This is an optimization exercise on Yosys and OpenROAD, whose aim is small area, a short achievable clock period and few clock cycles, not a production implementation. At most, simulation tests tie the RTL to the original design; equivalence was not proved.

## bas
module bas(clock,reset,load, seed_x,seed_y,iterations,x,y,x_extreme,y_extreme,out_value,done );
    input clock,reset,load;
    input [8:0] seed_x,seed_y;
    input [8:0] iterations;
    input [15:0] x,y;
    output signed [15:0] x_extreme,y_extreme;
    output signed [39:0] out_value;
    output reg done;
    reg [15:0] x_curr, y_curr;           
    reg signed [13:0] step_x, step_y;    
    reg signed [13:0] step_nx, step_ny;  
    reg [17:0] dl1, dl2, dr1, dr2;       
    reg ql1, ql2, qr1, qr2;              
    reg [32:0] value_curr;               
    reg [8:0] dir_x, dir_y;              
    reg [12:0] sense;                    
    reg [9:0] remain;
    reg run;
    reg first;                           
    reg [15:0] x_best, y_best;
    reg [32:0] value_best;
    reg value_init;                      
    wire [32:0] al, bl, ar, br;
    beetle_left_antenna ol(dl1, dl2, ql1, ql2, al, bl);
    beetle_left_antenna or_(dr1, dr2, qr1, qr2, ar, br);
    wire go_right;
    beetle_compare cmp(al, bl, ar, br, go_right);
    wire [32:0] odour_l, odour_r;
    beetle_prefix_add #(33, 6) suml(al, bl, odour_l);
    beetle_prefix_add #(33, 6) sumr(ar, br, odour_r);
    wire [15:0] x_l = x_curr + {{2{step_x[13]}}, step_x};
    wire [15:0] y_l = y_curr + {{2{step_y[13]}}, step_y};
    wire [15:0] x_r = x_curr - {{2{step_x[13]}}, step_x};
    wire [15:0] y_r = y_curr - {{2{step_y[13]}}, step_y};
    wire [17:0] ell1, ell2, elr1, elr2, erl1, erl2, err1, err2;
    wire qll1, qll2, qlr1, qlr2, qrl1, qrl2, qrr1, qrr2;
    beetle_position #(0) pll(x_l, y_l, step_nx, step_ny, ell1, ell2, qll1, qll2);
    beetle_position #(1) plr(x_l, y_l, step_nx, step_ny, elr1, elr2, qlr1, qlr2);
    beetle_position #(0) prl(x_r, y_r, step_nx, step_ny, erl1, erl2, qrl1, qrl2);
    beetle_position #(1) prr(x_r, y_r, step_nx, step_ny, err1, err2, qrr1, qrr2);
    wire signed [13:0] mul_x, mul_y;
    wire [14:0] sense3 = {2'b00, sense} + {1'b0, sense, 1'b0};
    wire [8:0] dir_x_n, dir_y_n;
    lfsr lx(dir_x, dir_x_n);
    lfsr ly(dir_y, dir_y_n);
    beetle_right_antenna mulx(dir_x, sense, sense3, mul_x);
  ...
For scale: about 7,500 cells after synthesis, ~310 flip-flops, roughly 55,000 sq um of cells after synthesis.
==> module bas, before the edit <==
module bas(clock,reset,load, seed_x,seed_y,iterations,x,y,x_extreme,y_extreme,out_value,done );
    input clock,reset,load;
    input [8:0] seed_x,seed_y;
    input [8:0] iterations;
    input [15:0] x,y;
    output signed [15:0] x_extreme,y_extreme;
    output signed [39:0] out_value;
    output reg done;
    reg [15:0] x_curr, y_curr;           
    reg signed [13:0] step_x, step_y;    
    reg signed [13:0] step_nx, step_ny;  
    reg [17:0] dl1, dl2, dr1, dr2;       
    reg ql1, ql2, qr1, qr2;              
    reg [32:0] value_curr;               
    reg [8:0] dir_x, dir_y;              
    reg [12:0] sense;                    
    reg [9:0] remain;
    reg run;
    reg first;                           
    reg [15:0] x_best, y_best;
    reg [32:0] value_best;
    reg value_init;                      
    wire [32:0] al, bl, ar, br;
    beetle_left_antenna ol(dl1, dl2, ql1, ql2, al, bl);
    beetle_left_antenna or_(dr1, dr2, qr1, qr2, ar, br);
    wire go_right;
    beetle_compare cmp(al, bl, ar, br, go_right);
    wire [32:0] odour_l, odour_r;
    beetle_prefix_add #(33, 6) suml(al, bl, odour_l);
    beetle_prefix_add #(33, 6) sumr(ar, br, odour_r);
    wire [15:0] x_l = x_curr + {{2{step_x[13]}}, step_x};
    wire [15:0] y_l = y_curr + {{2{step_y[13]}}, step_y};
    wire [15:0] x_r = x_curr - {{2{step_x[13]}}, step_x};
    wire [15:0] y_r = y_curr - {{2{step_y[13]}}, step_y};
    wire [17:0] ell1, ell2, elr1, elr2, erl1, erl2, err1, err2;
    wire qll1, qll2, qlr1, qlr2, qrl1, qrl2, qrr1, qrr2;
    beetle_position #(0) pll(x_l, y_l, step_nx, step_ny, ell1, ell2, qll1, qll2);
    beetle_position #(1) plr(x_l, y_l, step_nx, step_ny, elr1, elr2, qlr1, qlr2);
    beetle_position #(0) prl(x_r, y_r, step_nx, step_ny, erl1, erl2, qrl1, qrl2);
    beetle_position #(1) prr(x_r, y_r, step_nx, step_ny, err1, err2, qrr1, qrr2);
    wire signed [13:0] mul_x, mul_y;
    wire [14:0] sense3 = {2'b00, sense} + {1'b0, sense, 1'b0};
    wire [8:0] dir_x_n, dir_y_n;
    lfsr lx(dir_x, dir_x_n);
    lfsr ly(dir_y, dir_y_n);
    beetle_right_antenna mulx(dir_x, sense, sense3, mul_x);
    beetle_right_antenna muly(dir_y, sense, sense3, mul_y);
    assign x_extreme = x_best;
    assign y_extreme = y_best;
    assign out_value = {4'b0, {3{value_init}}, value_best};
    always @(posedge clock or posedge reset) begin
        if (reset) begin
            dl1 <= 18'd0;
            dl2 <= 18'd0;
            dr1 <= 18'd0;
            dr2 <= 18'd0;
            ql1 <= 1'b0;
            ql2 <= 1'b0;
            qr1 <= 1'b0;
            qr2 <= 1'b0;
        end else if (go_right) begin
            dl1 <= erl1;
            dl2 <= erl2;
            dr1 <= err1;
            dr2 <= err2;
            ql1 <= qrl1;
            ql2 <= qrl2;
            qr1 <= qrr1;
            qr2 <= qrr2;
        end else begin
            dl1 <= ell1;
            dl2 <= ell2;
            dr1 <= elr1;
            dr2 <= elr2;
            ql1 <= qll1;
            ql2 <= qll2;
            qr1 <= qlr1;
            qr2 <= qlr2;
        end
    end
    always @(posedge clock) begin
        if (reset) begin
            x_curr <= x;
            y_curr <= y;
            step_x <= 14'd0;
            step_y <= 14'd0;
            step_nx <= 14'd0;
            step_ny <= 14'd0;
            dir_x <= 9'd0;
            dir_y <= 9'd0;
        end else begin
            if (go_right) begin
                x_curr <= x_r;
                y_curr <= y_r;
            end else begin
                x_curr <= x_l;
                y_curr <= y_l;
            end
            step_x <= step_nx;
            step_y <= step_ny;
            step_nx <= mul_x;
            step_ny <= mul_y;
            if (load) begin
                dir_x <= seed_x;
                dir_y <= seed_y;
            end else begin
                dir_x <= dir_x_n;
                dir_y <= dir_y_n;
            end
        end
        value_curr <= go_right ? odour_r : odour_l;
        if (reset | load)
            sense <= 13'd6400;
        else
            sense <= sense - {8'd0, sense[12:8]} - {12'd0, sense[7:0] != 8'd0};
        if (reset) begin
            run <= 1'b0;
            done <= 1'b0;
            first <= 1'b0;
            x_best <= 16'd0;
            y_best <= 16'd0;
            value_best <= {33{1'b1}};
            value_init <= 1'b1;
        end else if (load) begin
            remain <= {1'b0, iterations} + 10'd1;
            first <= 1'b1;
            run <= iterations != 9'd0;
            done <= iterations == 9'd0;
        end else if (run) begin
            remain <= remain - 10'd1;
            first <= 1'b0;
            if (remain == 10'd0) begin
                run <= 1'b0;
                done <= 1'b1;
            end
            if (!first && value_curr < value_best) begin
                x_best <= x_curr;
                y_best <= y_curr;
                value_best <= value_curr;
                value_init <= 1'b0;
            end
        end
    end
endmodule
Settings: LEC_CHECK=0, ABC_AREA=1, CAP_MARGIN=20, CORE_MARGIN=2, CORE_UTILIZATION=50, SLEW_MARGIN=20; clock period 27.0 ns.
standard.sh (not shown) runs the stock make flow with config.mk's settings and CLKGATE_MAP_FILE= SYNTH_SCRIPT=/design/flow/synth_recipe.tcl, a recipe that flattens the netlist after the stock synthesis.
==> flow/flow/run.sh <==
#!/bin/bash
# The standard layout: floorplan with the default timing repair, then the rest
# with timing repair aiming for 20 ns of setup slack at the design's clock
# period (over-fixing, as SETUP_SLACK_MARGIN does) on the worst 10% of
# endpoints, and buf_2 cells as the port buffers.
set -euo pipefail
bash standard.sh "BUFFER_PORTS_ARGS=-buffer_cell sky130_fd_sc_hd__buf_2" floorplan > orfs_make_floorplan.log 2>&1
bash standard.sh SETUP_SLACK_MARGIN=20 TNS_END_PERCENT=10 "BUFFER_PORTS_ARGS=-buffer_cell sky130_fd_sc_hd__buf_2" finish > orfs_make.log 2>&1
Then changed:
--- a/flow/design.v
+++ b/flow/design.v
@@ -830,6 +830,8 @@
     assign y_extreme = y_best;
     assign out_value = {4'b0, {3{value_init}}, value_best};
-    always @(posedge clock or posedge reset) begin
+    always @(posedge clock) begin
         if (reset) begin
+            x_curr <= x;
+            y_curr <= y;
             dl1 <= 18'd0;
             dl2 <= 18'd0;
@@ -840,28 +842,4 @@
             qr1 <= 1'b0;
             qr2 <= 1'b0;
-        end else if (go_right) begin
-            dl1 <= erl1;
-            dl2 <= erl2;
-            dr1 <= err1;
-            dr2 <= err2;
-            ql1 <= qrl1;
-            ql2 <= qrl2;
-            qr1 <= qrr1;
-            qr2 <= qrr2;
-        end else begin
-            dl1 <= ell1;
-            dl2 <= ell2;
-            dr1 <= elr1;
-            dr2 <= elr2;
-            ql1 <= qll1;
-            ql2 <= qll2;
-            qr1 <= qlr1;
-            qr2 <= qlr2;
-        end
-    end
-    always @(posedge clock) begin
-        if (reset) begin
-            x_curr <= x;
-            y_curr <= y;
             step_x <= 14'd0;
             step_y <= 14'd0;
@@ -874,7 +852,23 @@
                 x_curr <= x_r;
                 y_curr <= y_r;
+                dl1 <= erl1;
+                dl2 <= erl2;
+                dr1 <= err1;
+                dr2 <= err2;
+                ql1 <= qrl1;
+                ql2 <= qrl2;
+                qr1 <= qrr1;
+                qr2 <= qrr2;
             end else begin
                 x_curr <= x_l;
                 y_curr <= y_l;
+                dl1 <= ell1;
+                dl2 <= ell2;
+                dr1 <= elr1;
+                dr2 <= elr2;
+                ql1 <= qll1;
+                ql2 <= qll2;
+                qr1 <= qlr1;
+                qr2 <= qlr2;
             end
             step_x <= step_nx;
After rerunning: The new run passed the timing, design-rule and antenna checks; utilization is lower by 1.3 points; setup slack is better by 0.072 ns; die area hardly moves; critical path depth goes up by 24; routed wire length fell by 0.82%; non-clock buffer count decreases by 71; worst hold slack is about the same; first-iteration DRC count rose by 3.6%; design area decreases by 2.2%; sequential share of layout area goes down by 0.33 points; global-route usage decreases by 0.48 points; via count is about the same; fmax increases by 1.1%.
Testbench counts after the change, summed over its fixed seeds: cycles 49,368.
Only the layout flow was run in the first run of this note; the RTL was not checked for function there.

[re-timing with driven ports]
How much do the figures lean on ideal ports? The routed layouts below were timed once more, with nothing changed but the port constraints.
Step 1, drivers: a clkbuf_16 drives clock and a buf_2 each remaining input, both assumed.
Step 2 adds t to the input delays and takes it off the output delays; t is the mean of the earliest and latest rising clock arrival at the registers after step 1. Input paths then give back, and output paths get back, about the clock's delay inside the block.
a / b / c = no drivers / after step 1 / after step 2; a / b = the first two.
run	t (ns)	setup WS [ns]	worst setup path at the end	worst register clock-pin slew, ns
the first run	0.696	20.077 / 20.136 / 19.441	input to register	0.07 / 0.07
the second run	0.708	20.149 / 20.149 / 19.511	input to register	0.07 / 0.07
After both steps setup and hold are still met in every run listed. For the second run, which loses most, drivers alone change the setup slack by 0.000 ns; drivers and shift together by -0.638 ns.
